What follows belongs to an exercise in optimizing a design on an open flow for small area, a short achievable clock period and few clock cycles per item; a production flow would make more cautious choices.
Function was checked by simulation only, so behaviour that the tests miss may differ from the original.

## job 6011
==> flow/design.v (excerpt) <==
module softmax #(
    parameter N  = 8,
    parameter NS = 12,                
    parameter L  = 4                  
) (
    input  wire        clk,
    input  wire        rst_n,
    input  wire        in_valid,
    input  wire [31:0] in_data,
    output wire        in_ready,
    output wire        out_valid,
    output wire [31:0] out_data,
    output wire        out_last
);
    localparam EMPTY = 2'd0, MUL = 2'd1, LAST = 2'd2, DONE = 2'd3;
    function automatic [3:0] inc(input [3:0] v);
        inc = (v == NS - 1) ? 4'd0 : v + 4'd1;
    endfunction
    reg        x0_full, xa_full, x1_full;
    reg [31:0] x0;
    reg [10:0] xa_w;
    reg [3:0]  xa_lc;
    reg        xa_neg;
    reg [3:0]  x1_c1, x1_c2;
    reg [10:0] x1_w;
    reg [3:0]  x1_lc;
    reg        x1_neg;
    reg [3:0]  ei;                    
    wire [10:0] w0, w1, w2;
    wire [3:0]  lc0, lc1, lc2, c1, c2;
    wire        neg0;
  ...
For scale: about 1500 flip-flops, about 70 I/O pins, ~0.097 mm² of cells after synthesis.
Settings: LEC_CHECK=0, CAP_MARGIN=20, CORE_MARGIN=2, CORE_UTILIZATION=40, SLEW_MARGIN=20; clock period 16.0 ns.
standard.sh (not shown) runs the stock make flow with config.mk's settings and CLKGATE_MAP_FILE= SYNTH_SCRIPT=/design/flow/synth_recipe.tcl, a recipe that flattens the netlist after the stock synthesis.
==> flow/flow/run.sh <==
#!/bin/bash
# The standard layout (standard.sh), with ORFS's repair_timing asked for a
# larger setup margin so that it also works on paths that already meet the
# clock period. The SDC (clock period and I/O delays) is the design's.
set -e
export SETUP_SLACK_MARGIN=${MARGIN:-11.5}
bash standard.sh > standard.log 2>&1
Job 6011 has completed all stages; timing, DRC and antenna checks passed.
Testbench counts of job 6011, summed over its fixed seeds: cycles 5,182, vectors 192.
Setup changes, job 6011 to job 7999
==> flow/flow/run.sh <==
#!/bin/bash
# The standard layout (standard.sh), with ORFS's repair_timing asked for a
# larger setup margin so that it also works on paths that already meet the
# clock period. The SDC (clock period and I/O delays) is the design's.
set -e
export SETUP_SLACK_MARGIN=${MARGIN:-12.5}
bash standard.sh > standard.log 2>&1
## What came out
Job 6011 has a lower area growth from synthesis to final layout than job 7999.
Summary of job 7999 over job 6011: die footprint comparable, maximum number of pins on one net before global-route repair now larger, global placement routability congestion now larger, final area now larger, clock skew now smaller.
Against job 6011 as the reference, job 7999 delivers a lower worst setup margin.
[compare] base=job 6011 new=job 7999: area of the multi-input gates up 8.7%, post-route DRC violation count flat, aggregate global-route resource usage up 1.4 points, non-filler instance count after layout up 435.
> inputs changed (job 7999 -> job 2470)
==> flow/flow/run.sh <==
#!/bin/bash
# The standard layout (standard.sh), with ORFS's repair_timing asked for a
# larger setup margin so that it also works on paths that already meet the
# clock period. The SDC (clock period and I/O delays) is the design's.
set -e
export SETUP_SLACK_MARGIN=${MARGIN:-10.5}
bash standard.sh > standard.log 2>&1
### Flow results
- Area added between synthesis and finish (lower): job 2470
- Comparing job 7999 against job 2470, there is no change at all in setup TNS after final layout.
- The final reports for job 2470 and job 7999 show non-clock buffer count lower in the former.
- The register area on job 7999 is in line with that on job 2470.
- Maximum clock rate of job 2470 falls short of that of job 7999 by a little under 10%.
- In terms of clock network latency to the later pin of the worst-skew pair, job 7999 and job 2470 differ only marginally.
- Wire length, job 2470 and job 7999, lower one = job 2470.

========
rev 12:
softmax, a different RTL version from the one above (not shown whole).
Size: ~1800 flip-flops, about 70 I/O pins, roughly 0.11 mm2 of cells after synthesis.
## softmax
module softmax #(
    parameter N  = 8,
    parameter NS = 16,                
    parameter L  = 5                  
) (
    input  wire        clk,
    input  wire        rst_n,
    input  wire        in_valid,
    input  wire [31:0] in_data,
    output wire        in_ready,
    output wire        out_valid,
    output wire [31:0] out_data,
    output wire        out_last
);
==> flow/config.mk <==
export PLATFORM = sky130hd
export DESIGN_NAME = softmax
export DESIGN_NICKNAME = softmax
export VERILOG_FILES = /design/flow/design.v
export SDC_FILE = /design/flow/constraint.sdc
export NUM_CORES = 4
export LEC_CHECK = 0
export CAP_MARGIN = 20
export CORE_MARGIN = 2
export CORE_UTILIZATION = 55
export PLACE_DENSITY = 0.65
export SLEW_MARGIN = 20
==> flow/constraint.sdc <==
create_clock -name core_clock -period 16.0 [get_ports {clk}]
set_input_delay 3.2000 -clock core_clock [delete_from_list [all_inputs] [get_ports {clk}]]
set_output_delay 3.2000 -clock core_clock [all_outputs]
set_load 0.01 [all_outputs]
==> flow/flow/run.sh <==
#!/bin/bash
# The standard layout (standard.sh), with ORFS's repair_timing asked for a
# larger setup margin so that it also works on paths that already meet the
# clock period. The SDC (clock period and I/O delays) is the design's.
set -e
export SETUP_SLACK_MARGIN=${MARGIN:-11.5}
bash standard.sh > standard.log 2>&1
Rev 12 completed every stage of the flow, and the final layout passed the timing, design-rule and antenna checks.
Testbench counts of rev 12, summed over its fixed seeds: cycles 4,123, vectors 192.
The inputs of rev 13 differ from those of rev 12 as listed below.
# rev 12
export LEC_CHECK = 0
export CAP_MARGIN = 20
export CORE_MARGIN = 2
export CORE_UTILIZATION = 55
export PLACE_DENSITY = 0.65
export SLEW_MARGIN = 20
create_clock -name core_clock -period 16.0 [get_ports {clk}]
# rev 13
export LEC_CHECK = 0
export CAP_MARGIN = 20
export CORE_MARGIN = 2
export CORE_UTILIZATION = 40
export SLEW_MARGIN = 20
create_clock -name core_clock -period 16.0 [get_ports {clk}]
Findings:
On number of combinational gates with multiple inputs, rev 13 and rev 12 are neck and neck. For buffers inserted during post-CTS setup optimization, dividing the value from rev 13 by the value from rev 12 gives 1.3. Diff rev 12 -> rev 13: non-filler instance count after layout higher, wire length after detailed routing shows a reduction of 32000 um, fraction of area in registers shows a reduction of 0.26 points, routed length on met1 decreased by 1.2% relative to the old numbers.

========
== v6 ==
softmax, a different RTL version from the one above (not shown whole).
Size: ~1,500 flip-flops, ~70 I/O pins, ~95,000 µm² of cells after synthesis.
Settings: LEC_CHECK=0, CAP_MARGIN=20, CORE_MARGIN=2, CORE_UTILIZATION=40, SLEW_MARGIN=20; clock period 16.0 ns.
==> flow/flow/run.sh <==
#!/bin/bash
# The standard layout (standard.sh), with ORFS's repair_timing asked for a
# larger setup margin so that it also works on paths that already meet the
# clock period. The SDC (clock period and I/O delays) is the design's.
set -e
export SETUP_SLACK_MARGIN=${MARGIN:-11.8}
bash standard.sh > standard.log 2>&1
Every stage of the flow completed for v6, and the final layout passed the timing, design-rule and antenna checks.
Testbench counts of v6, summed over its fixed seeds: cycles 5,190, vectors 192.
Relative to v6, the following input files were edited for v7:
-- flow/flow/run.sh --
<<< v6, line 5
set -e
export SETUP_SLACK_MARGIN=${MARGIN:-11.8}
bash standard.sh > standard.log 2>&1
>>> v7, line 5
set -e
export SETUP_SLACK_MARGIN=${MARGIN:-11.5}
bash standard.sh > standard.log 2>&1
### Flow results
- Looking at clock tree buffer count of the final layout across v6 and v7, the one that comes out lower is v7.
- Going from v6 to v7, final instance area decreased by 1.9% relative to the old numbers.

========
run A:
Another version of the RTL of softmax (not shown whole).
Size: ~11000 cells after synthesis, about 1800 flip-flops, roughly 110000 um2 of cells after synthesis.
==> flow/design.v (excerpt) <==
module softmax #(
    parameter N  = 8,
    parameter NS = 16,                
    parameter L  = 5                  
) (
    input  wire        clk,
    input  wire        rst_n,
    input  wire        in_valid,
    input  wire [31:0] in_data,
    output wire        in_ready,
    output wire        out_valid,
    output wire [31:0] out_data,
    output wire        out_last
);
    localparam EMPTY = 2'd0, MUL = 2'd1, LAST = 2'd2, DONE = 2'd3;
    function automatic [3:0] inc(input [3:0] v);
        inc = (v == NS - 1) ? 4'd0 : v + 4'd1;
    endfunction
    reg        x0_full, xa_full, x1_full;
    reg [31:0] x0;
    reg [10:0] xa_w;
    reg [3:0]  xa_lc;
    reg        xa_neg;
    reg [3:0]  x1_c1, x1_c2, x1_c3;
    reg [10:0] x1_w;
    reg [3:0]  x1_lc;
    reg        x1_neg;
    reg [3:0]  ei;                    
    wire [10:0] w0, w1, w2, w3;
    wire [3:0]  lc0, lc1, lc2, lc3, c1, c2, c3;
    wire        neg0;
    exp_prep u_prep (.x(x0), .w(w0), .lc(lc0), .neg(neg0));
    exp_pick u_pk1 (.w(xa_w), .lc(xa_lc), .neg(xa_neg), .c(c1), .w_n(w1), .lc_n(lc1));
    exp_pick u_pk2 (.w(w1), .lc(lc1), .neg(xa_neg), .c(c2), .w_n(w2), .lc_n(lc2));
    exp_pick u_pk4 (.w(w2), .lc(lc2), .neg(xa_neg), .c(c3), .w_n(w3), .lc_n(lc3));
    reg [30:0] a1;                    
    reg [11:0] bn1, bo1, bt1;         
    reg [7:0]  be1;                   
    reg [10:0] w1x;
    reg [3:0]  lc1x;
    reg        neg1x;
    reg [3:0]  id1;                   
    reg [1:0]  st1;                   
    reg [47:0] m_s, m_c;
    reg [7:0]  m_e0;
    reg        m_z;
    reg [30:0] h2;                    
    reg [3:0]  sc2;                   
    reg [10:0] w2x;
    reg [3:0]  lc2x;
    reg        neg2x;
    reg [3:0]  id2;
    reg [1:0]  st2;                   
  ...
export LEC_CHECK = 0
export CAP_MARGIN = 20
export CORE_MARGIN = 2
export CORE_UTILIZATION = 40
export SLEW_MARGIN = 20
create_clock -name core_clock -period 16.0 [get_ports {clk}]
==> flow/flow/run.sh <==
#!/bin/bash
# The standard layout (standard.sh), with ORFS's repair_timing asked for a
# larger setup margin so that it also works on paths that already meet the
# clock period. The SDC (clock period and I/O delays) is the design's.
set -e
export SETUP_SLACK_MARGIN=${MARGIN:-11.3}
bash standard.sh > standard.log 2>&1
Testbench counts of run A, summed over its fixed seeds: cycles 4,123, vectors 192.
diff inputs: run A => run B
--- a/flow/flow/run.sh
+++ b/flow/flow/run.sh
@@ -4,4 +4,4 @@
 # clock period. The SDC (clock period and I/O delays) is the design's.
 set -e
-export SETUP_SLACK_MARGIN=${MARGIN:-11.3}
+export SETUP_SLACK_MARGIN=${MARGIN:-11.5}
 bash standard.sh > standard.log 2>&1
### Flow results
Run A has lower register-to-register setup slack than run B.
In run B relative to run A, met3 layer wire length in the routed design had gone down by a few percent.
Relative to run A, number of vias after detailed routing has increased by 461 in run B.
Clock buffer count in run B is 1.1% lower than in run A
[compare] base=run A new=run B: multi-input combinational area share neither gained nor lost much.
The time the worst path needs with I/O delays and setup in run B sits 22 ps below the value recorded for run A.
Compared to run A, run B reaches a higher achievable clock.
Looking at synthesis-to-layout area growth, run B sits 0.78 points higher than run A does.
Run B and run A ended up with roughly the same fraction of the cycle the final worst path needs.

-- what the ideal ports hide --
The results above use ideal ports. As a check the final layouts listed here were re-extracted and re-timed, cells and wires unchanged.
Step 1 sets driving cells, clkbuf_16 on the clock port and buf_2 on the other inputs (assumed; they add their load-dependent delay and slew).
Step 2 moves the port delays by t, midway between the first and last clock arrival at a register: inputs arrive t later, outputs are due t later. That takes back most of the time a late clock gives input paths.
Three values: no drivers, after step 1, after step 2; two values: the first two.
run	shift t [ns]	slack for setup (ns)	latest minus earliest clock arrival (ns)
job 6011	0.927	11.248 / 11.164 / 11.282	0.082 / 0.083
job 7999	0.907	11.228 / 11.143 / 11.254	0.055 / 0.055
job 2470	0.901	10.795 / 10.716 / 10.795	0.089 / 0.089
rev 12	0.958	11.291 / 11.193 / 11.224	0.097 / 0.097
rev 13	0.962	11.266 / 11.209 / 11.266	0.068 / 0.068
v6	0.914	11.226 / 11.133 / 11.208	0.048 / 0.047
v7	0.900	11.161 / 11.072 / 11.356	0.037 / 0.038
run A	0.981	11.286 / 11.181 / 11.186	0.088 / 0.088
run B	0.973	11.308 / 11.212 / 11.331	0.084 / 0.084
After both steps setup and hold are still met in every run listed. For run A, which loses most, drivers alone change the setup slack by -0.105 ns; drivers and shift together by -0.100 ns. The worst setup slack also covers recovery checks on asynchronous resets.
